This is an optimization exercise on Yosys and OpenROAD, whose aim is small area, not a production implementation. Where RTL was checked, it was by simulation tests only, not by an equivalence proof against the original. Only the layout flow was run in runs 4 and 5; the RTL was not checked for function there. Power and IR drop assume default switching activity.

<file path="design/flow/config.mk">
export PLATFORM = sky130hd
export DESIGN_NAME = firepi_top
export DESIGN_NICKNAME = firepi_top
export VERILOG_FILES = /design/flow/design.v
export SDC_FILE = /design/flow/constraint.sdc
export NUM_CORES = 4
export LEC_CHECK = 0
export ABC_AREA = 1
export CAP_MARGIN = 20
export CORE_MARGIN = 2
export CORE_UTILIZATION = 40
export CTS_BUF_LIST = sky130_fd_sc_hd__clkbuf_4
export CTS_CLUSTER_DIAMETER = 40
export CTS_CLUSTER_SIZE = 10
export SLEW_MARGIN = 20
</file>
<file path="design/flow/constraint.sdc">
create_clock -name core_clock -period 20.0 [get_ports {clk_50mhz}]
set_input_delay 4.0000 -clock core_clock [delete_from_list [all_inputs] [get_ports {clk_50mhz}]]
set_output_delay 4.0000 -clock core_clock [all_outputs]
set_load 0.01 [all_outputs]
</file>
<file path="design/flow/design.v">
module uart_rx (
    input  wire       clk,
    input  wire       rst,
    input  wire       rx,
    output reg  [7:0] data,
    output reg        valid
);
    reg [3:0] rs;
    reg [8:0] tmr;
    wire idle = (rs == 4'd1);
    wire hit = (tmr == 9'h093);
    always @(posedge clk) begin
        if (idle) tmr <= 9'h1B2;
        else if (hit) tmr <= 9'h1FF;
        else tmr <= {tmr[7:0], tmr[8] ^ tmr[4]};
        if (rs[3] && hit) data <= {rx, data[7:1]};
    end
    always @(posedge clk) begin
        if (rst) begin
            valid <= 1'b0;
            rs <= 4'd1;
        end else begin
            valid <= (rs == 4'd0) && hit;
            if (idle) begin
                if (!rx) rs <= 4'd7;
            end else if (hit) begin
                if (rs == 4'd7 && rx) rs <= 4'd1;
                else rs <= rs + 4'd1;
            end
        end
    end
endmodule
module firepi_top (
    input  clk_50mhz,
    input  rst,  
    input  uart_rx,  
    output uart_tx,
    input  uart1_rx,  
    output uart1_tx,
    output led_out,  
    output led_solved  
);
    wire clk = clk_50mhz;
    reg [4:0] ph;
    always @(posedge clk) ph <= rst ? 5'd0 : ph + 5'd1;
    wire [3:0] ph4 = ph[3:0];
    wire lowh = ~ph[4];
    wire k0   = (ph == 5'd0);
    wire kend = (ph == 5'd31);
    reg [21:0] dbs;      
    reg blink;           
    wire dbz = (dbs[20:0] == 21'd0);
    always @(posedge clk) begin
        if (rst) begin
            dbs <= 22'd1;
            blink <= 1'b0;
        end else begin
            dbs <= {dbs[20:0], dbs[21] ^ dbs[20] ^ dbz};
            if (dbz && !dbs[21]) blink <= ~blink;
        end
    end
    reg [15:0] lfsr;
    always @(posedge clk)
        if (rst) lfsr <= 16'hACE1;
        else lfsr <= {lfsr[14:0], lfsr[15] ^ lfsr[13] ^ lfsr[12] ^ lfsr[10]};
    wire [7:0] rxd0, rxd1;
    wire rxv0, rxv1;
    uart_rx u_rx0 (.clk(clk), .rst(rst), .rx(uart_rx),  .data(rxd0), .valid(rxv0));
    uart_rx u_rx1 (.clk(clk), .rst(rst), .rx(uart1_rx), .data(rxd1), .valid(rxv1));
    reg [15:0] a0, a1, a2, a3;    
    reg [15:0] b0, b1, b2, b3;    
    reg        gbuf;              
    reg [31:0] acc;               
    wire [3:0] ap = {a3[0], a2[0], a1[0], a0[0]};
    wire [3:0] bp = {b3[0], b2[0], b1[0], b0[0]};
    reg  [3:0] ain, bin;
    reg        accin;
    always @(posedge clk) begin
        a0 <= {ain[0], a0[15:1]};
        a1 <= {ain[1], a1[15:1]};
        a2 <= {ain[2], a2[15:1]};
        a3 <= {ain[3], a3[15:1]};
        b0 <= {bin[0], b0[15:1]};
        b1 <= {bin[1], b1[15:1]};
        b2 <= {bin[2], b2[15:1]};
        b3 <= {bin[3], b3[15:1]};
        acc <= {accin, acc[31:1]};
    end
    localparam S_IDLE = 4'd0,  S_RDR = 4'd1,  S_RDM = 4'd2,  S_RDE = 4'd3,
               S_RDX  = 4'd4,  S_A1H = 4'd5,  S_A1C = 4'd6,  S_A2Z = 4'd7,
               S_A2O  = 4'd8,  S_A2X = 4'd9,  S_EXR = 4'd10, S_EXG = 4'd11,
               S_MC   = 4'd12, S_MD  = 4'd13, S_TX  = 4'd14, S_AP  = 4'd15;
    localparam L_NONE = 3'd0, L_SW13 = 3'd2, L_SW23 = 3'd3, L_H0 = 3'd4,
               L_H1 = 3'd5, L_MEAS = 3'd6;
    reg [3:0] st;
    reg processing, green, meas;
    reg [3:0] tbyte, tslot;
    reg [8:0] tmr;
    reg txr, nb;
    wire tend = (tmr == 9'h093);
    reg fr;
    reg [3:0] idx;
    reg ready;
    reg wpend, wact;
    reg blkp, bact, bcopy, fwd;
    reg [1:0] o;
    reg [2:0] lop;
    reg lact;
    reg [1:0] sub, hi;
    reg [3:0] j;
    reg carry, prev, mcur, mnext, ep, eq;
    reg [13:0] rr;
    localparam [15:0] C4 = 16'd46344;    
    wire isH  = lop[2] & ~lop[1];
    wire h1   = lop[0];
    wire isM  = lop[2] & lop[1];
    wire isSW = ~lop[2] & lop[1];
    wire pro  = (hi == 2'd3);            
    wire mv   = isH | isSW;              
    wire st0  = mv & (sub == 2'd0);
    wire st1  = mv & (sub == 2'd1);
    wire [1:0] hp = hi[0] ? (h1 ? 2'd1 : 2'd2) : 2'd0;
    wire [1:0] hq = hi[0] ? 2'd3 : (h1 ? 2'd2 : 2'd1);
    wire hornH = isH & sub[1];
    wire mhorn = isM & ~pro & ~sub[0];
    wire madd  = isM & ~pro & sub[0];
    wire horn = hornH | mhorn;
    wire [1:0] ni = pro ? 2'd0 : sub[0] ? hi + 2'd1 : hi;
    wire [3:0] nj = (pro | sub[0]) ? 4'd15 : j - 4'd1;
    wire [1:0] tring;
    wire [1:0] xsel = isSW ? 2'd3 : isM ? (madd ? {2{ph[4]}} : hi) :
                      ((sub == 2'd3) ? hq : hp);
    wire [1:0] qsel = !lact ? tring : isSW ? {lop[0], ~lop[0]} : isH ? hq : ni;
    wire xr = ap[xsel];
    wire qr = ap[qsel];
    wire ext = (isH & (sub == 2'd3)) ? eq : ep;
    wire xk = lowh ? xr : ext;
    wire mbit = isH ? C4[j] : mcur;
    wire neg = mhorn & (j == 4'd15);
    wire first = (j == 4'd15) & horn;
    wire accp = acc[0];
    wire pm = mbit & xk;
    wire [15:0] rpos = {rr[1:0], 2'b00, rr[13:2]};
    wire injb = (ph < 5'd14) ? 1'b0 : (ph >= 5'd28) ? 1'b1 : rpos[ph[3:0]];
    wire fa_a = st0 ? (isH & xr) : (st1 | madd) ? accp :
                (horn & ~first & ~k0) ? prev : 1'b0;
    wire fa_b = st0 ? qr : st1 ? (isH & ~qr) :
                madd ? ((hi == 2'd0) ? injb : xr) : (neg ? ~pm : pm);
    wire cin = k0 ? ((st1 & isH) | neg) : carry;
    wire sum = fa_a ^ fa_b ^ cin;
    wire cout = (fa_a & fa_b) | (cin & (fa_a ^ fa_b));
    wire we_x = lact & ((st0 & lowh) | (hornH & (j == 4'd0) & ~lowh) | madd);
    wire we_q = lact & st1 & lowh;
    wire blkreq = (st == S_AP) | (st == S_RDR);
    wire [3:0] wk = idx - 4'd1;
    wire wdat = rxd1[ph4[2:0]];
    integer g;
    always @(*) begin
        for (g = 0; g < 4; g = g + 1) begin
            bin[g] = (wact && lowh && wk[2:1] == g && ph4[3] == ~wk[0]) ? wdat : bp[g];
            if (bact && lowh)
                ain[g] = bcopy ? (fwd ? bin[g] : bp[g]) : ((o == g) && (ph4 == 4'd14));
            else if ((we_x && xsel == g) || (we_q && qsel == g))
                ain[g] = sum;
            else
                ain[g] = ap[g];
        end
        accin = accp;
        if (lact && horn) accin = sum;
        else if (lact && st0 && lowh) accin = xr;
    end
    reg [7:0] cbyte;
    always @(*) begin
        case (tbyte[2:0])
            3'd7: cbyte = 8'hAA;
            3'd0: cbyte = {7'b0, green};
            3'd2: cbyte = {7'b0011000, o[1]};
            3'd3: cbyte = meas ? {7'b0011000, o[0]} : 8'h4B;
            3'd4: cbyte = 8'h0D;
            3'd5: cbyte = 8'h0A;
            default: cbyte = 8'h00;
        endcase
    end
    wire [2:0] nd = tslot[2:0];                   
    wire ampbyte = tbyte[3];
    assign tring = tbyte[2:1];
    wire tcap = ~ampbyte | (ph4 == {~tbyte[0], nd});
    wire ans = ~tbyte[3] & (tbyte[2:1] == 2'b01 || tbyte[2:1] == 2'b10);
    assign uart1_tx = txr | ans;
    assign uart_tx  = txr | ~ans;
    assign led_solved = (!processing) && green;
    assign led_out = processing ? blink : (!green);
    always @(posedge clk) begin
        if (st != S_TX) tmr <= 9'h1A4;        
        else if (tend) tmr <= (tslot == 4'd9) ? 9'h1A4 : 9'h1FF;
        else tmr <= {tmr[7:0], tmr[8] ^ tmr[4]};
        if (st != S_TX) tslot <= 4'd15;
        else if (tend) tslot <= (tslot == 4'd9) ? 4'd15 : tslot + 4'd1;
        if (!tslot[3] && tcap)
            nb <= ampbyte ? qr : cbyte[nd];
    end
    always @(posedge clk) begin
        if (rst) begin
            st <= S_IDLE;
            processing <= 1'b0;
            green <= 1'b1;
            txr <= 1'b1;
            fr <= 1'b0;
            ready <= 1'b0;
            wpend <= 1'b0;
            wact <= 1'b0;
            blkp <= 1'b1;
            bcopy <= 1'b0;
            bact <= 1'b0;
            o <= 2'd0;
            lop <= L_NONE;
            lact <= 1'b0;
        end else begin
            if (rxv1) begin
                if (!fr) begin
                    if (rxd1 == 8'hAA) begin idx <= 4'd0; fr <= 1'b1; end
                end else begin
                    if (idx == 4'd8) gbuf <= rxd1[0];
                    if (idx[3] == 1'b0) wpend <= 1'b1;
                    if (idx == 4'd9) begin ready <= 1'b1; fr <= 1'b0; end
                    else idx <= idx + 4'd1;
                end
            end
            if (st == S_AP) ready <= 1'b0;
            if (kend) begin
                wact <= wpend;
                if (wpend) wpend <= 1'b0;
            end else if (ph == 5'd15) wact <= 1'b0;
            case (st)
                S_IDLE: begin
                    processing <= 1'b0;
                    if (ready) begin
                        processing <= 1'b1;
                        st <= S_AP;
                    end else if (rxv0) begin
                        processing <= 1'b1;
                        case (rxd0)
                            "r": st <= S_RDR;
                            "h": st <= S_A1H;
                            "c": st <= S_A1C;
                            "m": st <= S_RDM;
                            "e": st <= S_RDE;
                            default: st <= S_RDX;
                        endcase
                    end
                end
                S_AP: begin
                    green <= gbuf;
                    blkp <= 1'b1;
                    bcopy <= 1'b1;
                    fwd <= wpend;
                    st <= S_IDLE;
                end
                S_RDR: begin
                    blkp <= 1'b1;
                    bcopy <= 1'b0;
                    o <= 2'd0;
                    st <= S_EXR;
                end
                S_RDM: st <= S_MC;
                S_RDX: st <= S_IDLE;
                S_RDE: begin
                    meas <= 1'b0;
                    tbyte <= 4'd7;
                    st <= S_TX;
                end
                S_A1H: if (rxv0) begin
                    if (rxd0 == "0") lop <= L_H0;
                    else if (rxd0 == "1") lop <= L_H1;
                    st <= S_EXG;
                end
                S_A1C: if (rxv0) begin
                    st <= (rxd0 == "0") ? S_A2Z : (rxd0 == "1") ? S_A2O : S_A2X;
                end
                S_A2Z, S_A2O, S_A2X: if (rxv0) begin
                    if (st == S_A2Z && rxd0 == "1") lop <= L_SW13;
                    else if (st == S_A2O && rxd0 == "0") lop <= L_SW23;
                    st <= S_EXG;
                end
                S_EXR: begin
                    green <= 1'b1;
                    meas <= 1'b0;
                    tbyte <= 4'd3;
                    st <= S_TX;
                end
                S_EXG: begin
                    green <= 1'b0;
                    meas <= 1'b0;
                    tbyte <= 4'd3;
                    st <= S_TX;
                end
                S_MC: begin
                    rr <= ~lfsr[13:0];
                    lop <= L_MEAS;
                    st <= S_MD;
                end
                S_MD: begin
                    green <= 1'b1;
                    meas <= 1'b1;
                    tbyte <= 4'd7;
                    st <= S_TX;
                end
                S_TX: begin
                    if (tend) begin
                        if (tslot == 4'd15) txr <= 1'b0;
                        else if (!tslot[3]) txr <= nb;
                        else if (tslot == 4'd8) txr <= 1'b1;
                        else begin
                            if (tbyte == 4'd5) st <= S_IDLE;
                            else if (tbyte == 4'd1 && !meas) tbyte <= 4'd3;
                            else tbyte <= tbyte + 4'd1;
                        end
                    end
                end
                default: st <= S_IDLE;
            endcase
            if (kend) begin
                bact <= blkp;
                if (blkp && !blkreq) blkp <= 1'b0;
                if (!blkp && lop != L_NONE && !lact) begin
                    lact <= 1'b1;
                    sub <= 2'd0; hi <= {2{lop[2] & lop[1]}}; j <= 4'd15;
                end
            end
            if (lact && kend) begin
                mcur <= mnext;
                if (isSW) begin
                    sub <= 2'd1;
                    if (sub[0]) begin lop <= L_NONE; lact <= 1'b0; end
                end else if (isH) begin
                    case (sub)
                        2'd0: sub <= 2'd1;
                        2'd1: sub <= 2'd2;
                        2'd2: begin
                            j <= j - 4'd1;
                            if (j == 4'd0) sub <= 2'd3;
                        end
                        2'd3: begin
                            j <= j - 4'd1;
                            if (j == 4'd0) begin
                                sub <= 2'd0;
                                hi <= 2'd1;
                                if (hi[0]) begin lop <= L_NONE; lact <= 1'b0; end
                            end
                        end
                    endcase
                end else if (isM) begin
                    if (pro) hi <= 2'd0;
                    else if (!sub[0]) begin
                        j <= j - 4'd1;
                        if (j == 4'd0) sub <= 2'd1;
                    end else begin
                        sub <= 2'd0;
                        if (!sum || hi == 2'd2) begin
                            o <= sum ? 2'd3 : hi;
                            lop <= L_NONE; lact <= 1'b0;
                            blkp <= 1'b1; bcopy <= 1'b0;
                        end else hi <= hi + 2'd1;
                    end
                end
            end
        end
    end
    always @(posedge clk) begin
        carry <= cout;
        prev <= accp;
        if (lact && ph == 5'd15) begin
            if (st0 && isH) ep <= fa_a ^ fa_b ^ cout;
            if (st1 && isH) eq <= fa_a ^ fa_b ^ cout;
            if (isM) ep <= xr;
        end
        if (lact && isM && lowh && ph4 == nj) mnext <= qr;
    end
endmodule
</file>
<file path="design/flow/run.sh">
#!/bin/bash
# synth_recipe.tcl (not shown) runs the flow's synth.tcl, then flattens the netlist and writes it again
# the make line also repeats each setting of config.mk as NAME=value (left out here)
make -C /OpenROAD-flow-scripts/flow DESIGN_CONFIG=/design/flow/config.mk WORK_HOME=/design/flow/orfs CLKGATE_MAP_FILE= SYNTH_SCRIPT=/design/flow/synth_recipe.tcl finish
</file>
==> flow_summary.json, run 1 <==
{
  "timing.fmax_mhz": 163,
  "grt_max_degree": 55,
  "drv.max_cap_violation_count": 0,
  "fin_crit_sh_pct": 30.7,
  "cpLargestDelayFamily": "buffers and inverters",
  "actual_slew_at_the_worst_max_slew_pin_ps": 778,
  "post-dp-hpwl_mm": 14.6,
  "finClkSkew_ps": 57.0,
  "syn_to_final_growth_pct": 9.52,
  "drv_slew": 0,
  "power_density_nw_per_um2": 103,
  "post_drt_wl_per_cell_um": 12.7,
  "most_instantiated_library_cell_after_synthesis": "sky130_fd_sc_hd__dfxtp_1",
  "switching_share_pct": 27.5,
  "post_route_cell_area_sq_um": 12600,
  "final_design_utilization_pct": 44.1,
  "p_sw_mw": 0.358,
  "cts-htree-levels": 2,
  "postSynth.asyncResetShare_pct": 0,
  "cp_data_required_time_ps": 16000,
  "grt_use_total_pct": 14.3,
  "report.final.setup_viol": 0,
  "cell_internal_pwr_mw": 0.942,
  "timing_hold_violations_final": 0,
  "final_wirelength_mm": 21.0,
  "cts.sink_count": 321,
  "cts.repair.resized": 0,
  "mappedNetlistArea_sq_um": 11500,
  "synth.yosys.seq_area_share_pct": 60.7,
  "layout.filler_cells": 2763,
  "worstSkewPairLatency_ps": 670,
  "clk_path_buf_depth": 3,
  "placement.cell_area_sq_um": 11900,
  "share_clk_of_total_power_pct": 31.3,
  "worstSetupPathType": "flop to output pin",
  "synth.yosys.warnings": 2,
  "hold_buffer_count_at_cts": 0,
  "drcViolationCount": 0,
  "critical_path.n_buffers_inverters": 1,
  "clock_input_transition_at_the_sequential_cells_of_the_worst_setup_and_hold_paths_ps": 110,
  "detailedRoute.firstPassIterationCount": 5,
  "wp_data_arrival_ps": 2140,
  "peakVddDrop_v": 0.0000567,
  "synth_fp_nets": 1248,
  "netlist.top_cell.by_area": "sky130_fd_sc_hd__dfxtp_1",
  "finalNetCount": 1284,
  "startpoint_type_of_the_worst_setup_path": "flop",
  "grt_remaining_overflow": 0,
  "outcome": "timing/DRC/antenna clean",
  "cts_tree": "built",
  "crit_path_max_fanout": 8,
  "synth-main-ff-cell": "sky130_fd_sc_hd__dfxtp_1",
  "cts_setup_buffers": 0,
  "floorplan.initialDensity_pct": 40.3,
  "report.power.total_mw": 1.30,
  "cp_cell_instances": "ha_1 -> nand2_1 -> nand2_1 -> clkdlybuf4s50_1",
  "cts.root.buffer_cell": "sky130_fd_sc_hd__clkbuf_4",
  "floorplan.rows": 62,
  "synth_enable_flop_cells": 54,
  "die-area_sq_um": 30100,
  "top_cells_by_area_in_the_synthesized_netlist": "sky130_fd_sc_hd__dfxtp_1 47%, sky130_fd_sc_hd__edfxtp_1 14%, sky130_fd_sc_hd__nand2_1 6.0%",
  "share_of_final_layout_standard_cells_stronger_than_drive_strength_1_pct": 11.3,
  "place_congestion": 0.888,
  "die_width_um": 173,
  "timing.critical_path.slowest_cell_delay_ps": 520,
  "initialDrtViolationCount": 402,
  "worst_path_max_delay_cell": "sky130_fd_sc_hd__clkdlybuf4s50_1",
  "routed-via-count": 7690,
  "worst_slew_margin_rel_pct": 48.1,
  "wire_length_of_the_first_global_routing_pass_mm": 35.6,
  "syn_inst": 1208,
  "power.static_leakage_nw": 5.26,
  "initial_antenna_violation_count": 1,
  "cts_made_buffers": 44,
  "timing.critical_path.to_type": "output pin",
  "postSynthRegisterBits": 321,
  "synthesis.area_per_instance_sq_um": 9.50,
  "grt_pass1_vias": 7392,
  "drt.antenna.violating_nets": 0,
  "rsz0062_at_grt": "no",
  "die_height_um": 173,
  "worst_path_most_repeated_cell": "sky130_fd_sc_hd__nand2_1",
  "power.sequential.fraction_pct": 55.1,
  "io-pin-count": 8,
  "ys_types": 50,
  "placeableCoreArea_sq_um": 28500,
  "synth_common_cells": "267 x sky130_fd_sc_hd__dfxtp_1, 183 x sky130_fd_sc_hd__nand2_1, 160 x sky130_fd_sc_hd__inv_1, 123 x sky130_fd_sc_hd__nor2_1, 68 x sky130_fd_sc_hd__nand3_1",
  "timing.hold.ws_ps": 307,
  "place.port_buffers": 7,
  "drt-vias-per-instance": 4.65,
  "fin_tns_setup_ps": 0,
  "synth_top_cell_area_share_pct": 46.6,
  "comb_power_share_pct": 13.5,
  "holdCritPathClass": "flop to flop",
  "final_period_minus_worst_setup_slack_ps": 6140
}
## sequential cells by signal, summed over array words and instances (netlist names), 5 cells and up
name,flops
acc,32
dbs,22
a0,16
a1,16
a2,16
a3,16
b0,16
b1,16
b2,16
b3,16
lfsr,16
rr,14
tmr,9
u_rx0.tmr,9
u_rx1.tmr,9
u_rx0.data,8
u_rx1.data,8
ph,5
## per-layer routing
layer / global-route usage, % / wire length (um) / vias to the layer above
li1: - / - / 4019
met1: 20.1 / 10500 / 3496
met2: 21.8 / 9000 / 128
met3: 3.09 / 986 / 47
met4: 5.12 / 512 / 0
met5: 0 / 0 / -
## cell type report
| type | instances | area, sq um | share of cell area [%] |
|---|---|---|---|
| Inverter | 184 | 693 | 5.52 |
| Clock buffer | 56 | 420 | 3.35 |
| Timing Repair Buffer | 9 | 80.1 | 0.637 |
| Clock inverter | 16 | 200 | 1.59 |
| Sequential cell | 321 | 6970 | 55.4 |
| Multi-Input combinational cell | 684 | 3720 | 29.6 |
| Tap cell | 384 | 480 | 3.82 |
| Antenna cell | 1 | 2.50 | 0.0199 |
## cell usage in the layout, fill, tap and decap left out, types with 12 or more instances in the layout
cell / instances
sky130_fd_sc_hd__a21oi_1: 50
sky130_fd_sc_hd__clkbuf_4: 56
sky130_fd_sc_hd__dfxtp_1: 267
sky130_fd_sc_hd__edfxtp_1: 54
sky130_fd_sc_hd__ha_1: 34
sky130_fd_sc_hd__inv_1: 160
sky130_fd_sc_hd__inv_2: 22
sky130_fd_sc_hd__nand2_1: 183
sky130_fd_sc_hd__nand3_1: 68
sky130_fd_sc_hd__nand4_1: 23
sky130_fd_sc_hd__nor2_1: 122
sky130_fd_sc_hd__nor3_1: 13
sky130_fd_sc_hd__nor4_1: 12
sky130_fd_sc_hd__o21ai_0: 57
sky130_fd_sc_hd__or2_2: 12
## metrics by stage
| stage | setup WS [ps] | instances |
|---|---|---|
| 6_report | 13860 | 1655 |
| 5_1_grt | 13730 | 1655 |
| 4_1_cts | 13780 | 1654 |
| 3_5_place_dp | 14320 | 1582 |
| 3_3_place_gp | 14350 | 1582 |
| 2_1_floorplan | 14600 | 1208 |
## worst paths after layout
path / startpoint / to / slack, ps / cells after the start
worst min register to register: a1[14] / a1[13] / 310 / 0
worst max register to register: lop[1] / hi[0] / 15650 / 24
worst min-delay path: a1[14] / a1[13] / 310 / 0
worst max-delay path: tbyte[2] / uart1_tx / 13860 / 4
## power groups by stage
stage / clock (mW) / combinational [mW] / sequential (mW)
finish: 0.407 / 0.176 / 0.716
global route: 0.453 / 0.204 / 0.721
CTS: 0.425 / 0.177 / 0.716
detailed placement: 0 / 0.176 / 0.731
global placement: 0 / 0.173 / 0.730
floorplan: 0 / 0.144 / 0.722
## logic make-up after synthesis
kind of cell	after synthesis	share of synthesized area, %
simple gates	462	18.1
flops	321	60.7
buf+inv	203	6.86
compound gates	165	8.62
fa+ha+maj	36	4.06
xor+xnor	21	1.60
==> inputs of run 2 (changes only) <==
--- a/design/flow/design.v
+++ b/design/flow/design.v
@@ -31,4 +31,67 @@
     end
 endmodule
+module uart_rx_cmd (
+    input  wire       clk,
+    input  wire       rst,
+    input  wire       rx,
+    output reg  [2:0] cls,
+    output reg        valid
+);
+    reg [3:0] rs;
+    reg [8:0] tmr;
+    reg [3:0] lo;
+    reg ok;
+    wire idle = (rs == 4'd1);
+    wire hit = (tmr == 9'h093);
+    wire g6 = (lo == 4'h8) | (lo == 4'h3) | (lo == 4'hD) | (lo == 4'h5);
+    wire g3 = (lo[3:1] == 3'd0);
+    reg want;
+    always @(*) begin
+        case (rs[1:0])
+            2'd0: want = ~g6;
+            2'd1: want = 1'b1;
+            2'd2: want = ~g3;
+            default: want = 1'b0;
+        endcase
+    end
+    always @(*) begin
+        if (!ok) cls = 3'd0;
+        else case (lo)
+            4'h0: cls = 3'd1;
+            4'h1: cls = 3'd2;
+            4'h2: cls = 3'd3;
+            4'h8: cls = 3'd4;
+            4'h3: cls = 3'd5;
+            4'hD: cls = 3'd6;
+            4'h5: cls = 3'd7;
+            default: cls = 3'd0;
+        endcase
+    end
+    always @(posedge clk) begin
+        if (idle) tmr <= 9'h1B2;
+        else if (hit) tmr <= 9'h1FF;
+        else tmr <= {tmr[7:0], tmr[8] ^ tmr[4]};
+        if (rs[3] && hit) begin
+            if (!rs[2]) begin
+                lo <= {rx, lo[3:1]};
+                ok <= 1'b1;
+            end else if (rx != want) ok <= 1'b0;
+        end
+    end
+    always @(posedge clk) begin
+        if (rst) begin
+            valid <= 1'b0;
+            rs <= 4'd1;
+        end else begin
+            valid <= (rs == 4'd0) && hit;
+            if (idle) begin
+                if (!rx) rs <= 4'd7;
+            end else if (hit) begin
+                if (rs == 4'd7 && rx) rs <= 4'd1;
+                else rs <= rs + 4'd1;
+            end
+        end
+    end
+endmodule
 module firepi_top (
     input  clk_50mhz,
@@ -64,7 +127,8 @@
         if (rst) lfsr <= 16'hACE1;
         else lfsr <= {lfsr[14:0], lfsr[15] ^ lfsr[13] ^ lfsr[12] ^ lfsr[10]};
-    wire [7:0] rxd0, rxd1;
+    wire [7:0] rxd1;
+    wire [2:0] cls;      
     wire rxv0, rxv1;
-    uart_rx u_rx0 (.clk(clk), .rst(rst), .rx(uart_rx),  .data(rxd0), .valid(rxv0));
+    uart_rx_cmd u_rx0 (.clk(clk), .rst(rst), .rx(uart_rx), .cls(cls), .valid(rxv0));
     uart_rx u_rx1 (.clk(clk), .rst(rst), .rx(uart1_rx), .data(rxd1), .valid(rxv1));
     reg [15:0] a0, a1, a2, a3;    
@@ -88,9 +152,9 @@
     end
     localparam S_IDLE = 4'd0,  S_RDR = 4'd1,  S_RDM = 4'd2,  S_RDE = 4'd3,
-               S_RDX  = 4'd4,  S_A1H = 4'd5,  S_A1C = 4'd6,  S_A2Z = 4'd7,
-               S_A2O  = 4'd8,  S_A2X = 4'd9,  S_EXR = 4'd10, S_EXG = 4'd11,
+               S_RDX  = 4'd4,  S_A1  = 4'd5,  S_A2  = 4'd6,
+               S_EXR  = 4'd10, S_EXG = 4'd11,
                S_MC   = 4'd12, S_MD  = 4'd13, S_TX  = 4'd14, S_AP  = 4'd15;
-    localparam L_NONE = 3'd0, L_SW13 = 3'd2, L_SW23 = 3'd3, L_H0 = 3'd4,
-               L_H1 = 3'd5, L_MEAS = 3'd6;
+    localparam L_NONE = 3'd0, L_SWX = 3'd1, L_SW13 = 3'd2, L_SW23 = 3'd3,
+               L_H0 = 3'd4, L_H1 = 3'd5, L_MEAS = 3'd6;
     reg [3:0] st;
     reg processing, green, meas;
@@ -129,6 +193,6 @@
     wire [3:0] nj = (pro | sub[0]) ? 4'd15 : j - 4'd1;
     wire [1:0] tring;
-    wire [1:0] xsel = isSW ? 2'd3 : isM ? (madd ? {2{ph[4]}} : hi) :
-                      ((sub == 2'd3) ? hq : hp);
+    wire [1:0] xsel = isSW ? (sub[0] ? {lop[0], ~lop[0]} : 2'd3) :
+                      isM ? (madd ? {2{ph[4]}} : hi) : (sub[0] ? hq : hp);
     wire [1:0] qsel = !lact ? tring : isSW ? {lop[0], ~lop[0]} : isH ? hq : ni;
     wire xr = ap[xsel];
@@ -145,11 +209,10 @@
     wire fa_a = st0 ? (isH & xr) : (st1 | madd) ? accp :
                 (horn & ~first & ~k0) ? prev : 1'b0;
-    wire fa_b = st0 ? qr : st1 ? (isH & ~qr) :
+    wire fa_b = st0 ? qr : st1 ? (isH & ~xr) :
                 madd ? ((hi == 2'd0) ? injb : xr) : (neg ? ~pm : pm);
     wire cin = k0 ? ((st1 & isH) | neg) : carry;
     wire sum = fa_a ^ fa_b ^ cin;
     wire cout = (fa_a & fa_b) | (cin & (fa_a ^ fa_b));
-    wire we_x = lact & ((st0 & lowh) | (hornH & (j == 4'd0) & ~lowh) | madd);
-    wire we_q = lact & st1 & lowh;
+    wire we_x = lact & (((st0 | st1) & lowh) | (hornH & (j == 4'd0) & ~lowh) | madd);
     wire blkreq = (st == S_AP) | (st == S_RDR);
     wire [3:0] wk = idx - 4'd1;
@@ -161,5 +224,5 @@
             if (bact && lowh)
                 ain[g] = bcopy ? (fwd ? bin[g] : bp[g]) : ((o == g) && (ph4 == 4'd14));
-            else if ((we_x && xsel == g) || (we_q && qsel == g))
+            else if (we_x && xsel == g)
                 ain[g] = sum;
             else
@@ -240,10 +303,10 @@
                     end else if (rxv0) begin
                         processing <= 1'b1;
-                        case (rxd0)
-                            "r": st <= S_RDR;
-                            "h": st <= S_A1H;
-                            "c": st <= S_A1C;
-                            "m": st <= S_RDM;
-                            "e": st <= S_RDE;
+                        case (cls)
+                            3'd3: st <= S_RDR;
+                            3'd4: begin st <= S_A1; lop <= L_H0; end
+                            3'd5: begin st <= S_A1; lop <= L_SWX; end
+                            3'd6: st <= S_RDM;
+                            3'd7: st <= S_RDE;
                             default: st <= S_RDX;
                         endcase
@@ -270,15 +333,16 @@
                     st <= S_TX;
                 end
-                S_A1H: if (rxv0) begin
-                    if (rxd0 == "0") lop <= L_H0;
-                    else if (rxd0 == "1") lop <= L_H1;
-                    st <= S_EXG;
-                end
-                S_A1C: if (rxv0) begin
-                    st <= (rxd0 == "0") ? S_A2Z : (rxd0 == "1") ? S_A2O : S_A2X;
+                S_A1: if (rxv0) begin
+                    if (lop[2]) begin
+                        lop <= (cls == 3'd1) ? L_H0 : (cls == 3'd2) ? L_H1 : L_NONE;
+                        st <= S_EXG;
+                    end else begin
+                        lop <= (cls == 3'd1) ? L_SW13 : (cls == 3'd2) ? L_SW23 : L_SWX;
+                        st <= S_A2;
+                    end
                 end
-                S_A2Z, S_A2O, S_A2X: if (rxv0) begin
-                    if (st == S_A2Z && rxd0 == "1") lop <= L_SW13;
-                    else if (st == S_A2O && rxd0 == "0") lop <= L_SW23;
+                S_A2: if (rxv0) begin
+                    if (!((lop == L_SW13 && cls == 3'd2) || (lop == L_SW23 && cls == 3'd1)))
+                        lop <= L_NONE;
                     st <= S_EXG;
                 end
@@ -323,5 +387,5 @@
                 bact <= blkp;
                 if (blkp && !blkreq) blkp <= 1'b0;
-                if (!blkp && lop != L_NONE && !lact) begin
+                if (!blkp && lop != L_NONE && !lact && st != S_A1 && st != S_A2) begin
                     lact <= 1'b1;
                     sub <= 2'd0; hi <= {2{lop[2] & lop[1]}}; j <= 4'd15;
--- a/design/flow/config.mk
+++ b/design/flow/config.mk
@@ -10,6 +10,6 @@
 export CORE_MARGIN = 2
 export CORE_UTILIZATION = 40
-export CTS_BUF_LIST = sky130_fd_sc_hd__clkbuf_4
-export CTS_CLUSTER_DIAMETER = 40
-export CTS_CLUSTER_SIZE = 10
+export CTS_BUF_LIST = sky130_fd_sc_hd__clkbuf_8 sky130_fd_sc_hd__clkbuf_16
+export CTS_CLUSTER_DIAMETER = 80
+export CTS_CLUSTER_SIZE = 24
 export SLEW_MARGIN = 20
==> flow_summary.json, run 2 <==
{
  "most_common_cell_after_layout_fill_and_taps_aside": "sky130_fd_sc_hd__dfxtp_1",
  "initial_antenna_violation_count": 0,
  "worstSkewPairLatency_ps": 510,
  "synth_enable_flop_cells": 51,
  "place_worst_setup_slack_ps": 13980,
  "floorplan.initialDensity_pct": 40.9,
  "grt_max_degree": 51,
  "post-dp-hpwl_mm": 15.1,
  "drcViolationCount": 0,
  "drt.antenna.violating_nets": 0,
  "report.final.setup_viol": 0,
  "cts_setup_buffers": 0,
  "timing.fmax_mhz": 166,
  "largest_registers": "acc: 32 flops, dbs: 22 flops",
  "place.port_buffers": 7,
  "timing.critical_path.to_type": "output pin",
  "startpoint_type_of_the_worst_setup_path": "flop",
  "synth.yosys.warnings": 3,
  "io-pin-count": 8,
  "power.static_leakage_nw": 5.21,
  "die_height_um": 173,
  "holdCritPathClass": "flop to flop",
  "routed-via-count": 7626,
  "finClkSkew_ps": 15.7,
  "peakVddDrop_v": 0.0000509,
  "met1_usage_pct": 19.6,
  "ys_types": 55,
  "synth_top_cell_area_share_pct": 46.7,
  "grt_remaining_overflow": 0,
  "power_density_nw_per_um2": 95.9,
  "post_drt_wl_per_cell_um": 12.9,
  "clock_input_transition_at_the_sequential_cells_of_the_worst_setup_and_hold_paths_ps": 90,
  "rsz0062_at_grt": "no",
  "fin_tns_setup_ps": 0,
  "place_congestion": 0.902,
  "syn_inst": 1210,
  "final_cell_mix": "267 x sky130_fd_sc_hd__dfxtp_1, 188 x sky130_fd_sc_hd__inv_1, 155 x sky130_fd_sc_hd__nand2_1, 127 x sky130_fd_sc_hd__nor2_1, 80 x sky130_fd_sc_hd__o21ai_0",
  "cts_tree": "built",
  "cts_made_buffers": 18,
  "post_layout_nonfiller_instances": 1608,
  "synth-main-ff-cell": "sky130_fd_sc_hd__dfxtp_1",
  "busiest_layer": "met2",
  "postSynthRegisterBits": 318,
  "largest_register": "acc",
  "clk_path_buf_depth": 3,
  "final_wirelength_mm": 20.7,
  "placeableCoreArea_sq_um": 28000,
  "most_instantiated_library_cell_after_synthesis": "sky130_fd_sc_hd__dfxtp_1",
  "cts.sink_count": 318,
  "cp_data_required_time_ps": 16000,
  "wire_length_of_the_first_global_routing_pass_mm": 34.8,
  "report.power.total_mw": 1.20,
  "die_width_um": 173,
  "outcome": "timing/DRC/antenna clean",
  "worstSetupPathType": "flop to output pin",
  "fin_crit_sh_pct": 30.2,
  "grt_pass1_vias": 7177,
  "dp_cells": 1579,
  "antenna-diode-count": 0,
  "share_of_final_layout_standard_cells_stronger_than_drive_strength_1_pct": 6.26,
  "netlist.top_cell.by_area": "sky130_fd_sc_hd__dfxtp_1",
  "grt_util_met3_pct": 1.93,
  "floorplan.rows": 61,
  "finalNetCount": 1263,
  "detailedRoute.firstPassIterationCount": 5,
  "cts.root.buffer_cell": "sky130_fd_sc_hd__clkbuf_16",
  "drt-vias-per-instance": 4.74,
  "post_route_cell_area_sq_um": 12500,
  "wp_data_arrival_ps": 2040,
  "largest_register_ffs": 32,
  "postSynth.asyncResetShare_pct": 0,
  "synthesis.area_per_instance_sq_um": 9.46,
  "die-area_sq_um": 30000,
  "mappedNetlistArea_sq_um": 11400,
  "synth_common_cells": "267 x sky130_fd_sc_hd__dfxtp_1, 184 x sky130_fd_sc_hd__inv_1, 155 x sky130_fd_sc_hd__nand2_1, 127 x sky130_fd_sc_hd__nor2_1, 80 x sky130_fd_sc_hd__o21ai_0",
  "timing_hold_violations_final": 0,
  "top_cells_by_area_in_the_synthesized_netlist": "sky130_fd_sc_hd__dfxtp_1 47%, sky130_fd_sc_hd__edfxtp_1 13%, sky130_fd_sc_hd__inv_1 6.0%",
  "drv_slew": 0,
  "drv.max_cap_violation_count": 0,
  "synth_fp_nets": 1252,
  "worst_slew_margin_rel_pct": 34.5,
  "placement.cell_area_sq_um": 11900,
  "layout.filler_cells": 2699,
  "synth.yosys.seq_area_share_pct": 60.1,
  "initialDrtViolationCount": 597,
  "final_period_minus_worst_setup_slack_ps": 6040,
  "grt_use_total_pct": 13.8,
  "hold_buffer_count_at_cts": 0,
  "syn_to_final_growth_pct": 8.93,
  "cts.repair.resized": 0,
  "cts-htree-levels": 1,
  "gr-usage-met2_pct": 22.2,
  "timing.final.ws_setup_ps": 13960,
  "actual_slew_at_the_worst_max_slew_pin_ps": 979,
  "crit_path_max_fanout": 9
}
==> run 2: per-stage QoR <==
step                util, %  hold slack (ps)
floorplan                 -              310
global placement       42.5              310
detailed placement     42.5              312
CTS                    44.5              329
global route           44.5              333
finish                 44.5              326
==> run 2: layer usage <==
metal | vias to the layer above | part of all wire (%)
met2 | 161 | 43
met3 | 30 | 5.2
met1 | 3504 | 50
met5 | - | 0
li1 | 3931 | -
met4 | 0 | 2.0
==> run 2: final cells by class <==
class                           count  area (sq um)  area share [%]
Clock inverter                     10          91.3           0.732
Clock buffer                       19           475            3.81
Timing Repair Buffer                9          80.1           0.642
Multi-Input combinational cell    676          3720            29.9
Sequential cell                   318          6880            55.1
Tap cell                          378           473            3.79
Inverter                          198           751            6.02
==> run 2: final timing paths <==
| check | endpoint | slack [ps] | start | cells past startpoint |
|---|---|---|---|---|
| max | uart1_tx | 13960 | tbyte[2] | 4 |
| min | a3[13] | 330 | a3[14] | 0 |
| max reg2reg | hi[1] | 15730 | lop[2] | 25 |
| min reg2reg | a3[13] | 330 | a3[14] | 0 |
==> run 2: report_power, final <==
part	switching, mW	internal [mW]	total [mW]	leakage (nW)
sequential	0.0199	0.676	0.696	2.64
combinational	0.0709	0.0383	0.109	2.28
clock	0.202	0.190	0.391	0.293
total	0.292	0.904	1.20	5.21
==> run 2: worst max-delay path, cell delays in order, from the launching register on <==
cell	delay, ps
sky130_fd_sc_hd__edfxtp_1	540
sky130_fd_sc_hd__ha_1	370
sky130_fd_sc_hd__nand2_1	60
sky130_fd_sc_hd__nand2_1	50
sky130_fd_sc_hd__clkdlybuf4s50_1	520
==> run 2: cells by family (layout without fill, tap and decap cells) <==
logic type                 count (synthesis)  count (layout)  share of synthesized area, %
AOI/OAI and AO/OA                        195             195                          9.75
and+or+nand+nor                          417             417                          16.4
xor gates and xnor gates                  23              23                          1.76
buffers and inverters                    216             236                          7.41
DFF                                      318             318                          60.1
muxes                                      3               3                         0.295
adders and majority gates                 38              38                          4.28
==> inputs of run 3 (changes only) <==
--- a/design/flow/config.mk
+++ b/design/flow/config.mk
@@ -10,6 +10,6 @@
 export CORE_MARGIN = 2
 export CORE_UTILIZATION = 40
-export CTS_BUF_LIST = sky130_fd_sc_hd__clkbuf_8 sky130_fd_sc_hd__clkbuf_16
+export CTS_BUF_LIST = sky130_fd_sc_hd__clkbuf_8
 export CTS_CLUSTER_DIAMETER = 80
-export CTS_CLUSTER_SIZE = 24
+export CTS_CLUSTER_SIZE = 18
 export SLEW_MARGIN = 20
==> flow_summary.json, run 3 <==
{
  "largest_register_ffs": 32,
  "worstSkewPairLatency_ps": 560,
  "synthesis.area_per_instance_sq_um": 9.46,
  "cpLargestDelayFamily": "flip-flops",
  "netlist.top_cell.by_area": "sky130_fd_sc_hd__dfxtp_1",
  "postSynth.asyncResetShare_pct": 0,
  "p_sw_mw": 0.285,
  "hp-start": "acc[5]",
  "final_period_minus_worst_setup_slack_ps": 6100,
  "synth_xor_xnor_area_share_pct": 1.76,
  "synth.yosys.warnings": 3,
  "antenna-diode-count": 0,
  "final_cell_mix": "267 x sky130_fd_sc_hd__dfxtp_1, 190 x sky130_fd_sc_hd__inv_1, 155 x sky130_fd_sc_hd__nand2_1, 127 x sky130_fd_sc_hd__nor2_1, 80 x sky130_fd_sc_hd__o21ai_0",
  "holdPathStages": 0,
  "drv.max_cap_violation_count": 0,
  "report.power.total_mw": 1.13,
  "synth_enable_flop_cells": 51,
  "rsz0062_at_grt": "no",
  "compound_cell_area_share_of_the_yosys_netlist_pct": 9.75,
  "fin_crit_sh_pct": 30.5,
  "synth.yosys.seq_area_share_pct": 60.1,
  "power.sequential.fraction_pct": 61.9,
  "crit_path_max_fanout": 9,
  "timing_hold_violations_final": 0,
  "placeableCoreArea_sq_um": 28000,
  "finalNetCount": 1267,
  "actual_slew_at_the_worst_max_slew_pin_ps": 978,
  "worst_slew_margin_rel_pct": 34.6,
  "die-area_sq_um": 30000,
  "syn_to_final_growth_pct": 7.58,
  "timing.critical_path.slowest_cell_delay_ps": 550,
  "postSynthRegisterBits": 318,
  "post_synth_fa_ha_maj_area_fraction_pct": 4.28,
  "reg2reg_launch_point": "lop[2]",
  "place_congestion": 0.902,
  "ys_types": 55,
  "holdCritPathClass": "flop to flop",
  "initialDrtViolationCount": 592,
  "largest_register": "acc",
  "synth_common_cells": "267 x sky130_fd_sc_hd__dfxtp_1, 184 x sky130_fd_sc_hd__inv_1, 155 x sky130_fd_sc_hd__nand2_1, 127 x sky130_fd_sc_hd__nor2_1, 80 x sky130_fd_sc_hd__o21ai_0",
  "post_drt_wl_per_cell_um": 12.9,
  "most_common_cell_after_layout_fill_and_taps_aside": "sky130_fd_sc_hd__dfxtp_1",
  "cp_cell_instances": "ha_1 -> nand2_1 -> nand2_1 -> clkdlybuf4s50_1",
  "share_of_final_layout_standard_cells_stronger_than_drive_strength_1_pct": 6.55,
  "cts.root.buffer_cell": "sky130_fd_sc_hd__clkbuf_8",
  "wp_data_arrival_ps": 2100,
  "clock_input_transition_at_the_sequential_cells_of_the_worst_setup_and_hold_paths_ps": 100,
  "post-dp-hpwl_mm": 15.1,
  "power_density_nw_per_um2": 91.3,
  "power.static_leakage_nw": 5.15,
  "most_instantiated_library_cell_after_synthesis": "sky130_fd_sc_hd__dfxtp_1",
  "critical_path.reg2reg.endpoint": "hi[1]",
  "grt_max_degree": 51,
  "cts.sink_count": 318,
  "cell_internal_pwr_mw": 0.840,
  "io-pin-count": 8,
  "finClkSkew_ps": 22.1,
  "cts_made_buffers": 22,
  "mappedNetlistArea_sq_um": 11400,
  "wire_length_of_the_first_global_routing_pass_mm": 34.9,
  "cts-htree-levels": 1,
  "cts_setup_buffers": 0,
  "hold_buffer_count_at_cts": 0,
  "drt-vias-per-instance": 4.74,
  "timing.reg2reg.setup_slack_ps": 15700,
  "initial_antenna_violation_count": 0,
  "place.port_buffers": 7,
  "layout.filler_cells": 2719,
  "synth-main-ff-cell": "sky130_fd_sc_hd__dfxtp_1",
  "floorplan.initialDensity_pct": 40.9,
  "worst_path_most_repeated_cell": "sky130_fd_sc_hd__nand2_1",
  "cts.repair.resized": 0,
  "switching_share_pct": 25.3,
  "worstRegToRegCells": 25,
  "startpoint_type_of_the_worst_setup_path": "flop",
  "die_height_um": 173,
  "synth.mux.area_fraction_pct": 0.295,
  "largest_registers": "acc: 32 flops, dbs: 22 flops",
  "syn_inst": 1210,
  "cp_data_required_time_ps": 16000,
  "worstSetupPathType": "flop to output pin",
  "clk_path_buf_depth": 3,
  "fin_tns_setup_ps": 0,
  "drv_slew": 0,
  "synth_fp_nets": 1252,
  "cts_tree": "built",
  "outcome": "timing/DRC/antenna clean",
  "critical_path.n_buffers_inverters": 1,
  "drcViolationCount": 0,
  "share_clk_of_total_power_pct": 28.4,
  "final_wirelength_mm": 20.8,
  "detailedRoute.firstPassIterationCount": 5,
  "largest_family_of_logic_cells_by_synthesized_area": "simple AND/OR/NAND/NOR gates",
  "timing.critical_path.to_type": "output pin",
  "report.final.setup_viol": 0,
  "synth_top_cell_area_share_pct": 46.7,
  "timing.fmax_mhz": 164,
  "grt_remaining_overflow": 0,
  "drt.antenna.violating_nets": 0,
  "top_cells_by_area_in_the_synthesized_netlist": "sky130_fd_sc_hd__dfxtp_1 47%, sky130_fd_sc_hd__edfxtp_1 13%, sky130_fd_sc_hd__inv_1 6.0%",
  "grt_use_total_pct": 13.9,
  "die_width_um": 173,
  "grt_pass1_vias": 7208,
  "routed-via-count": 7648,
  "worst_path_max_delay_cell": "sky130_fd_sc_hd__edfxtp_1",
  "floorplan.rows": 61,
  "worst_hold_path.endpoint": "acc[4]",
  "synthSimpleGateAreaFrac_pct": 16.4,
  "comb_power_share_pct": 9.7,
  "peakVddDrop_v": 0.0000468
}
run 3: cell type report:
class                      count  area (sq um)  area share, %
sequential                   318          6880           55.8
clock inverter                11          82.6          0.670
multi-input combinational    676          3720           30.2
inverter                     198           751           6.10
tap                          378           473           3.84
clock buffer                  24           330           2.68
timing repair buffer           9          80.1          0.650
run 3: kinds of logic after synthesis:
| group | after synthesis |
|---|---|
| AND/OR/NAND/NOR | 417 |
| flip-flops | 318 |
| XOR/XNOR | 23 |
| buffers and inverters | 216 |
| AO/OA/AOI/OAI | 195 |
| adder cells (fa/ha/maj) | 38 |
| multiplexers | 3 |
run 3: worst max-delay path by stage:
stage	end	from	cells past startpoint
global placement	idx[3]	rst	6
floorplan	rr[0]	rst	3
detailed placement	idx[3]	rst	6
global route	uart1_tx	tbyte[2]	4
CTS	uart1_tx	tbyte[2]	4
finish	uart1_tx	tbyte[2]	4
run 3: power groups by stage:
stage	logic (mW)	clock network, mW	registers [mW]
floorplan	0.0896	0	0.704
global placement	0.108	0	0.711
detailed placement	0.110	0	0.711
CTS	0.110	0.333	0.696
global route	0.129	0.357	0.701
finish	0.109	0.320	0.696
run 3: layer usage:
layer	track usage [%]	routed length (um)	up-vias
met1	19.6	10600	3529
met3	2.15	1030	32
met2	22.1	8840	145
met4	3.64	377	0
li1	-	-	3942
met5	0	0	-
run 3: metrics by stage:
stage | instances | hold slack, ps | setup slack, ps | cell area, sq um | util (%)
2_1_floorplan | 1210 | 310 | 14580 | 11400 | -
3_5_place_dp | 1579 | 312 | 13980 | 11900 | 42.5
4_1_cts | 1614 | 328 | 13870 | 12300 | 44.0
6_report | 1614 | 325 | 13900 | 12300 | 44.0
3_3_place_gp | 1579 | 310 | 14030 | 11900 | 42.5
5_1_grt | 1614 | 337 | 13810 | 12300 | 44.0
==> inputs of run 4 (changes only) <==
--- a/design/flow/design.v
+++ b/design/flow/design.v
@@ -151,8 +151,7 @@
         acc <= {accin, acc[31:1]};
     end
-    localparam S_IDLE = 4'd0,  S_RDR = 4'd1,  S_RDM = 4'd2,  S_RDE = 4'd3,
-               S_RDX  = 4'd4,  S_A1  = 4'd5,  S_A2  = 4'd6,
-               S_EXR  = 4'd10, S_EXG = 4'd11,
-               S_MC   = 4'd12, S_MD  = 4'd13, S_TX  = 4'd14, S_AP  = 4'd15;
+    localparam S_IDLE = 4'd0, S_D1 = 4'd1, S_D2 = 4'd2, S_D3 = 4'd3,
+               S_A1   = 4'd4, S_A2 = 4'd5, S_RDX = 4'd6, S_AP = 4'd7,
+               S_TX   = 4'd8;
     localparam L_NONE = 3'd0, L_SWX = 3'd1, L_SW13 = 3'd2, L_SW23 = 3'd3,
                L_H0 = 3'd4, L_H1 = 3'd5, L_MEAS = 3'd6;
@@ -215,5 +214,5 @@
     wire cout = (fa_a & fa_b) | (cin & (fa_a ^ fa_b));
     wire we_x = lact & (((st0 | st1) & lowh) | (hornH & (j == 4'd0) & ~lowh) | madd);
-    wire blkreq = (st == S_AP) | (st == S_RDR);
+    wire blkreq = (st == S_AP) | ((st == S_IDLE) & ~ready & rxv0 & (cls == 3'd3));
     wire [3:0] wk = idx - 4'd1;
     wire wdat = rxd1[ph4[2:0]];
@@ -304,9 +303,25 @@
                         processing <= 1'b1;
                         case (cls)
-                            3'd3: st <= S_RDR;
-                            3'd4: begin st <= S_A1; lop <= L_H0; end
-                            3'd5: begin st <= S_A1; lop <= L_SWX; end
-                            3'd6: st <= S_RDM;
-                            3'd7: st <= S_RDE;
+                            3'd3: begin      
+                                green <= 1'b1; meas <= 1'b0; tbyte <= 4'd3;
+                                blkp <= 1'b1; bcopy <= 1'b0; o <= 2'd0;
+                                st <= S_D2;
+                            end
+                            3'd4: begin      
+                                green <= 1'b0; meas <= 1'b0; tbyte <= 4'd3;
+                                lop <= L_H0; st <= S_A1;
+                            end
+                            3'd5: begin      
+                                green <= 1'b0; meas <= 1'b0; tbyte <= 4'd3;
+                                lop <= L_SWX; st <= S_A1;
+                            end
+                            3'd6: begin      
+                                green <= 1'b1; meas <= 1'b1; tbyte <= 4'd7;
+                                lop <= L_MEAS; st <= S_D3;
+                            end
+                            3'd7: begin      
+                                meas <= 1'b0; tbyte <= 4'd7;
+                                st <= S_D1;
+                            end
                             default: st <= S_RDX;
                         endcase
@@ -320,21 +335,9 @@
                     st <= S_IDLE;
                 end
-                S_RDR: begin
-                    blkp <= 1'b1;
-                    bcopy <= 1'b0;
-                    o <= 2'd0;
-                    st <= S_EXR;
-                end
-                S_RDM: st <= S_MC;
                 S_RDX: st <= S_IDLE;
-                S_RDE: begin
-                    meas <= 1'b0;
-                    tbyte <= 4'd7;
-                    st <= S_TX;
-                end
                 S_A1: if (rxv0) begin
                     if (lop[2]) begin
                         lop <= (cls == 3'd1) ? L_H0 : (cls == 3'd2) ? L_H1 : L_NONE;
-                        st <= S_EXG;
+                        st <= S_D1;
                     end else begin
                         lop <= (cls == 3'd1) ? L_SW13 : (cls == 3'd2) ? L_SW23 : L_SWX;
@@ -345,29 +348,12 @@
                     if (!((lop == L_SW13 && cls == 3'd2) || (lop == L_SW23 && cls == 3'd1)))
                         lop <= L_NONE;
-                    st <= S_EXG;
+                    st <= S_D1;
                 end
-                S_EXR: begin
-                    green <= 1'b1;
-                    meas <= 1'b0;
-                    tbyte <= 4'd3;
-                    st <= S_TX;
-                end
-                S_EXG: begin
-                    green <= 1'b0;
-                    meas <= 1'b0;
-                    tbyte <= 4'd3;
-                    st <= S_TX;
-                end
-                S_MC: begin
+                S_D3: st <= S_D2;
+                S_D2: begin
                     rr <= ~lfsr[13:0];
-                    lop <= L_MEAS;
-                    st <= S_MD;
-                end
-                S_MD: begin
-                    green <= 1'b1;
-                    meas <= 1'b1;
-                    tbyte <= 4'd7;
-                    st <= S_TX;
+                    st <= S_D1;
                 end
+                S_D1: st <= S_TX;
                 S_TX: begin
                     if (tend) begin
--- a/design/flow/config.mk
+++ b/design/flow/config.mk
@@ -9,7 +9,8 @@
 export CAP_MARGIN = 20
 export CORE_MARGIN = 2
-export CORE_UTILIZATION = 40
+export CORE_UTILIZATION = 65
 export CTS_BUF_LIST = sky130_fd_sc_hd__clkbuf_8
 export CTS_CLUSTER_DIAMETER = 80
-export CTS_CLUSTER_SIZE = 18
+export CTS_CLUSTER_SIZE = 20
+export PLACE_DENSITY = 0.75
 export SLEW_MARGIN = 20
==> flow_summary.json, run 4 <==
{
  "clock_input_transition_at_the_sequential_cells_of_the_worst_setup_and_hold_paths_ps": 120,
  "layout.filler_cells": 1351,
  "syn_to_final_growth_pct": 5.33,
  "post_layout_nonfiller_instances": 1455,
  "routed-via-count": 7593,
  "dp_cells": 1424,
  "cp_data_required_time_ps": 16000,
  "clk_path_buf_depth": 3,
  "initialDrtViolationCount": 547,
  "reg2reg_launch_point": "ph[0]",
  "grt_pass1_vias": 7195,
  "worstRegToRegCells": 21,
  "wp_data_arrival_ps": 2030,
  "synth_enable_flop_cells": 51,
  "cts_made_buffers": 20,
  "worst_hold_path.endpoint": "b1[4]",
  "drcViolationCount": 0,
  "drv_slew": 0,
  "peakVddDrop_v": 0.0000805,
  "synth-main-ff-cell": "sky130_fd_sc_hd__dfxtp_1",
  "final_design_utilization_pct": 69.6,
  "area_of_the_multi_input_gates_sq_um": 3720,
  "drt-vias-per-instance": 5.22,
  "grt_remaining_overflow": 0,
  "timing_hold_violations_final": 0,
  "worst_slew_margin_rel_pct": 32.0,
  "mappedNetlistArea_sq_um": 11400,
  "report.final.setup_viol": 0,
  "io-pin-count": 8,
  "power.static_leakage_nw": 5.14,
  "startpoint_type_of_the_worst_setup_path": "flop",
  "timing.reg2reg.setup_slack_ps": 15630,
  "holdPathStages": 0,
  "most_instantiated_library_cell_after_synthesis": "sky130_fd_sc_hd__dfxtp_1",
  "share_of_final_layout_standard_cells_stronger_than_drive_strength_1_pct": 5.69,
  "die-area_sq_um": 18600,
  "fin_crit_sh_pct": 30.2,
  "detailedRoute.firstPassIterationCount": 5,
  "fin_tns_setup_ps": 0,
  "synth_common_cells": "267 x sky130_fd_sc_hd__dfxtp_1, 181 x sky130_fd_sc_hd__nand2_1, 180 x sky130_fd_sc_hd__inv_1, 125 x sky130_fd_sc_hd__nor2_1, 63 x sky130_fd_sc_hd__o21ai_0",
  "wire_length_of_the_first_global_routing_pass_mm": 33.4,
  "worstSkewPairLatency_ps": 550,
  "netlist.top_cell.by_area": "sky130_fd_sc_hd__dfxtp_1",
  "final_wirelength_mm": 20.2,
  "synth.yosys.seq_area_share_pct": 60.4,
  "most_common_cell_after_layout_fill_and_taps_aside": "sky130_fd_sc_hd__dfxtp_1",
  "postSynthRegisterBits": 318,
  "synth_top_cell_area_share_pct": 46.9,
  "antenna-diode-count": 0,
  "cts-htree-levels": 1,
  "die_height_um": 136,
  "top_cells_by_area_in_the_synthesized_netlist": "sky130_fd_sc_hd__dfxtp_1 47%, sky130_fd_sc_hd__edfxtp_1 13%, sky130_fd_sc_hd__nand2_1 6.0%",
  "critical_path.reg2reg.endpoint": "hi[1]",
  "timing.final.ws_setup_ps": 13970,
  "die_width_um": 136,
  "largest_register_ffs": 32,
  "initial_antenna_violation_count": 0,
  "placeableCoreArea_sq_um": 17200,
  "cts.root.buffer_cell": "sky130_fd_sc_hd__clkbuf_8",
  "power_density_nw_per_um2": 95.4,
  "final_cell_mix": "267 x sky130_fd_sc_hd__dfxtp_1, 186 x sky130_fd_sc_hd__inv_1, 181 x sky130_fd_sc_hd__nand2_1, 125 x sky130_fd_sc_hd__nor2_1, 63 x sky130_fd_sc_hd__o21ai_0",
  "synth_fp_nets": 1251,
  "postSynth.asyncResetShare_pct": 0,
  "post_drt_wl_per_cell_um": 13.9,
  "cts_setup_buffers": 0,
  "cts_tree": "built",
  "outcome": "timing/DRC/antenna clean",
  "final_period_minus_worst_setup_slack_ps": 6030,
  "place_worst_setup_slack_ps": 14200,
  "hold_buffer_count_at_cts": 0,
  "largest_register": "acc",
  "ys_types": 55,
  "timing.fmax_mhz": 166,
  "cts.sink_count": 318,
  "rsz0062_at_grt": "no",
  "finClkSkew_ps": 25.0,
  "floorplan.initialDensity_pct": 66.1,
  "drv.max_cap_violation_count": 0,
  "synth.yosys.warnings": 3,
  "largest_registers": "acc: 32 flops, dbs: 22 flops",
  "post-dp-hpwl_mm": 14.4,
  "place_congestion": 0.927,
  "holdCritPathClass": "flop to flop",
  "grt_max_degree": 55,
  "syn_inst": 1209,
  "crit_path_max_fanout": 7,
  "place.port_buffers": 7,
  "finalNetCount": 1263,
  "floorplan.rows": 48,
  "grt_use_total_pct": 22.3,
  "synthesis.area_per_instance_sq_um": 9.42,
  "actual_slew_at_the_worst_max_slew_pin_ps": 1020,
  "timing.critical_path.to_type": "output pin",
  "worstSetupPathType": "flop to output pin",
  "ff_latch_area_sq_um": 6880,
  "cts.repair.resized": 0,
  "hp-start": "b1[5]",
  "drt.antenna.violating_nets": 0
}
run 4: changes by cell type after synthesis, sizes merged, moves of 4 or more:
cell,previous run,this run
nand2,167,192
o21ai,90,71
inv,198,185
nor3,22,28
xor2,14,8
nor2,131,127
run 4: worst max-delay path by stage:
stage | start | slack (ps) | endpoint | depth (start not counted)
global route | tbyte[2] | 13890 | uart1_tx | 4
CTS | tbyte[2] | 13930 | uart1_tx | 4
detailed placement | rst | 14200 | idx[2] | 6
floorplan | rst | 14600 | rr[0] | 3
finish | tbyte[2] | 13970 | uart1_tx | 4
global placement | rst | 14290 | idx[0] | 6
run 4: area by class of cell:
type                    instances  area share (%)
clock inverters                10           0.438
inverters                     186            5.82
well taps                     225            2.35
flip-flops and latches        318            57.3
clock buffers                  21            2.41
repair buffers                  9           0.667
multi-input cells             686            31.0
run 4: report_power, final:
part	internal [mW]	total, mW	leakage, nW	switching, mW
Clock	0.0997	0.286	0.200	0.186
Sequential	0.686	0.709	2.64	0.0235
Combinational	0.0516	0.150	2.30	0.0984
run 4: metal layers:
layer	vias to the layer above	global-route usage, %	wire length, um
met5	-	0	0
met4	0	7.06	477
met3	40	3.28	920
met2	165	36.6	9070
met1	3442	30.6	9720
li1	3946	-	-
run 4: metrics by stage:
stage / total power, mW / hold slack (ps) / area (sq um)
CTS: 1.16 / 328 / 12000
floorplan: 0.835 / 310 / 11400
global route: 1.21 / 330 / 12000
finish: 1.15 / 320 / 12000
detailed placement: 0.874 / 312 / 11700
global placement: 0.869 / 310 / 11700
run 4: kinds of logic (layout without fill, tap and decap cells):
kind of cell               Yosys count  after routing  synth area share [%]
AOI/OAI and AO/OA                  177            177                  9.13
xor gates and xnor gates            18             18                  1.38
adders and majority gates           38             38                  4.31
buffers and inverters              205            226                  6.97
DFF                                318            318                  60.4
muxes                                3              3                 0.297
and+or+nand+nor                    450            450                  17.6
run 4: worst max-delay path, cell delays in order, from the launching register on:
cell                              delay, ps
sky130_fd_sc_hd__edfxtp_1               510
sky130_fd_sc_hd__ha_1                   350
sky130_fd_sc_hd__nand2_1                 50
sky130_fd_sc_hd__nand2_1                 50
sky130_fd_sc_hd__clkdlybuf4s50_1        520
==> inputs of run 5 (changes only) <==
--- a/design/flow/config.mk
+++ b/design/flow/config.mk
@@ -12,5 +12,5 @@
 export CTS_BUF_LIST = sky130_fd_sc_hd__clkbuf_8
 export CTS_CLUSTER_DIAMETER = 80
-export CTS_CLUSTER_SIZE = 20
+export CTS_CLUSTER_SIZE = 18
 export PLACE_DENSITY = 0.75
 export SLEW_MARGIN = 20
==> flow_summary.json, run 5 <==
{
  "synth_enable_flop_cells": 51,
  "timing.reg2reg.setup_slack_ps": 15600,
  "timing.final.ws_setup_ps": 13990,
  "fin_tns_setup_ps": 0,
  "synth_top_cell_area_share_pct": 46.9,
  "netlist.top_cell.by_area": "sky130_fd_sc_hd__dfxtp_1",
  "cts_tree": "built",
  "wp_data_arrival_ps": 2010,
  "dp_cells": 1424,
  "worstSkewPairLatency_ps": 560,
  "cts.root.buffer_cell": "sky130_fd_sc_hd__clkbuf_8",
  "hp-start": "b2[7]",
  "clk_path_buf_depth": 3,
  "cell_internal_pwr_mw": 0.836,
  "outcome": "timing/DRC/antenna clean",
  "final_cell_mix": "267 x sky130_fd_sc_hd__dfxtp_1, 190 x sky130_fd_sc_hd__inv_1, 181 x sky130_fd_sc_hd__nand2_1, 125 x sky130_fd_sc_hd__nor2_1, 63 x sky130_fd_sc_hd__o21ai_0",
  "timing.critical_path.to_type": "output pin",
  "detailedRoute.firstPassIterationCount": 5,
  "cp_data_required_time_ps": 16000,
  "clock_input_transition_at_the_sequential_cells_of_the_worst_setup_and_hold_paths_ps": 110,
  "finClkSkew_ps": 36.0,
  "postSynthRegisterBits": 318,
  "routed-via-count": 7626,
  "layout.filler_cells": 1347,
  "actual_slew_at_the_worst_max_slew_pin_ps": 1020,
  "synthesis.area_per_instance_sq_um": 9.42,
  "largest_register": "acc",
  "synth.yosys.warnings": 3,
  "initial_antenna_violation_count": 0,
  "drt-vias-per-instance": 5.23,
  "die_height_um": 136,
  "syn_inst": 1209,
  "synth_fp_nets": 1251,
  "post_drt_wl_per_cell_um": 13.8,
  "post_route_cell_area_sq_um": 12000,
  "peakVddDrop_v": 0.0000795,
  "cts.repair.resized": 0,
  "timing_hold_violations_final": 0,
  "postSynth.asyncResetShare_pct": 0,
  "place.port_buffers": 7,
  "post_layout_nonfiller_instances": 1457,
  "cts.sink_count": 318,
  "antenna-diode-count": 0,
  "placement.cell_area_sq_um": 11700,
  "reg2reg_launch_point": "lop[2]",
  "hold_buffer_count_at_cts": 0,
  "rsz0062_at_grt": "no",
  "timing.fmax_mhz": 166,
  "cts_setup_buffers": 0,
  "share_of_final_layout_standard_cells_stronger_than_drive_strength_1_pct": 5.52,
  "io-pin-count": 8,
  "placeableCoreArea_sq_um": 17200,
  "worstSetupPathType": "flop to output pin",
  "die-area_sq_um": 18600,
  "largest_register_ffs": 32,
  "ys_types": 55,
  "post-dp-hpwl_mm": 14.4,
  "final_wirelength_mm": 20.1,
  "place_congestion": 0.927,
  "holdPathStages": 0,
  "drv.max_cap_violation_count": 0,
  "power_density_nw_per_um2": 95.2,
  "finalNetCount": 1264,
  "synth_common_cells": "267 x sky130_fd_sc_hd__dfxtp_1, 181 x sky130_fd_sc_hd__nand2_1, 180 x sky130_fd_sc_hd__inv_1, 125 x sky130_fd_sc_hd__nor2_1, 63 x sky130_fd_sc_hd__o21ai_0",
  "final_design_utilization_pct": 69.6,
  "initialDrtViolationCount": 585,
  "worstRegToRegCells": 27,
  "most_common_cell_after_layout_fill_and_taps_aside": "sky130_fd_sc_hd__dfxtp_1",
  "syn_to_final_growth_pct": 5.32,
  "final_period_minus_worst_setup_slack_ps": 6010,
  "worst_slew_margin_rel_pct": 31.8,
  "grt_pass1_vias": 7189,
  "power.static_leakage_nw": 5.15,
  "comb_power_share_pct": 13.1,
  "cts-htree-levels": 1,
  "grt_use_total_pct": 22.4,
  "critical_path.reg2reg.endpoint": "hi[1]",
  "die_width_um": 136,
  "crit_path_max_fanout": 7,
  "share_clk_of_total_power_pct": 24.8,
  "report.final.setup_viol": 0,
  "fin_crit_sh_pct": 30.0,
  "drv_slew": 0,
  "drt.antenna.violating_nets": 0,
  "holdCritPathClass": "flop to flop",
  "synth.yosys.seq_area_share_pct": 60.4,
  "grt_max_degree": 55,
  "floorplan.initialDensity_pct": 66.1,
  "most_instantiated_library_cell_after_synthesis": "sky130_fd_sc_hd__dfxtp_1",
  "startpoint_type_of_the_worst_setup_path": "flop",
  "floorplan.rows": 48,
  "synth-main-ff-cell": "sky130_fd_sc_hd__dfxtp_1",
  "p_sw_mw": 0.306,
  "grt_remaining_overflow": 0,
  "top_cells_by_area_in_the_synthesized_netlist": "sky130_fd_sc_hd__dfxtp_1 47%, sky130_fd_sc_hd__edfxtp_1 13%, sky130_fd_sc_hd__nand2_1 6.0%",
  "wire_length_of_the_first_global_routing_pass_mm": 33.6,
  "power.sequential.fraction_pct": 62.1,
  "cts_made_buffers": 21,
  "switching_share_pct": 26.8,
  "drcViolationCount": 0,
  "largest_registers": "acc: 32 flops, dbs: 22 flops",
  "worst_hold_path.endpoint": "b2[6]",
  "place_worst_setup_slack_ps": 14200,
  "mappedNetlistArea_sq_um": 11400
}
## run 5: final cells by class
| class | instances | area, sq um | share of cell area, % |
|---|---|---|---|
| sequential | 318 | 6880 | 57.3 |
| multi-input combinational | 686 | 3720 | 31.0 |
| inverter | 186 | 698 | 5.82 |
| clock buffer | 21 | 289 | 2.41 |
| tap | 225 | 282 | 2.35 |
| timing repair buffer | 9 | 80.1 | 0.667 |
| clock inverter | 12 | 51.3 | 0.428 |
## run 5: worst max-delay path, cell delays in order, from the launching register on
cell and delay [ps]:
sky130_fd_sc_hd__edfxtp_1 510, sky130_fd_sc_hd__ha_1 350, sky130_fd_sc_hd__nand2_1 50, sky130_fd_sc_hd__nand2_1 50, sky130_fd_sc_hd__clkdlybuf4s50_1 520
## run 5: worst max path at each step
stage / cells past startpoint / from / end / slack (ps)
after global placement: 6 / rst / idx[0] / 14290
after detailed placement: 6 / rst / idx[2] / 14200
final: 4 / tbyte[2] / uart1_tx / 13990
after global routing: 4 / tbyte[2] / uart1_tx / 13910
after floorplan: 3 / rst / rr[0] / 14600
after CTS: 4 / tbyte[2] / uart1_tx / 13960
## run 5: power by group through the flow
stage	Clock, mW	Sequential [mW]	Combinational (mW)
finish	0.283	0.709	0.150
global placement	0	0.723	0.147
CTS	0.294	0.709	0.150
detailed placement	0	0.724	0.150
floorplan	0	0.716	0.119
global route	0.318	0.714	0.174
## run 5: cell families after synthesis
logic type | Yosys count | share of synthesized area (%)
simple gates | 450 | 17.6
flops | 318 | 60.4
buf+inv | 205 | 6.97
compound gates | 177 | 9.13
fa+ha+maj | 38 | 4.31
xor+xnor | 18 | 1.38
mux | 3 | 0.297
## run 5: per-layer routing
layer,up-vias,wire length (um),global-route usage [%],share of wire [%]
met5,-,0,0,0
met4,0,463,6.19,2.3
met3,35,976,4.10,4.8
met2,139,9120,36.8,45
met1,3511,9570,30.6,48
li1,3941,-,-,-
## run 5: metrics by stage
stage	hold slack, ps	power, mW
floorplan	310	0.835
detailed placement	312	0.874
global route	318	1.21
finish	324	1.14
CTS	313	1.15
global placement	310	0.869

==> afterwards: timing with drivers on the ports <==
The flow's constraints put no driver on any port. The routed layouts listed below were extracted and timed again, unchanged, in two steps.
Step 1 assumes that a clkbuf_16 drives the clock port and a buf_2 every other input.
Step 2 also shifts input and output timing later by t, the mid clock arrival at the registers, as if the neighbouring blocks saw the same clock.
Slacks: ideal / step 1 / step 2; pairs: ideal / step 1.
run | t, ns | setup WS [ns] | worst slew at a driven data input, ns | cell pins on the clock port's net
run 1 | 0.688 | 13.864 / 13.825 / 14.312 | 0.04 | 1
run 2 | 0.542 | 13.960 / 13.916 / 14.052 | 0.03 | 1
run 3 | 0.587 | 13.900 / 13.860 / 14.044 | 0.03 | 1
run 4 | 0.580 | 13.967 / 13.926 / 14.205 | 0.05 | 1
run 5 | 0.577 | 13.991 / 13.952 / 14.216 | 0.05 | 1
After both steps every run listed still meets setup and hold.
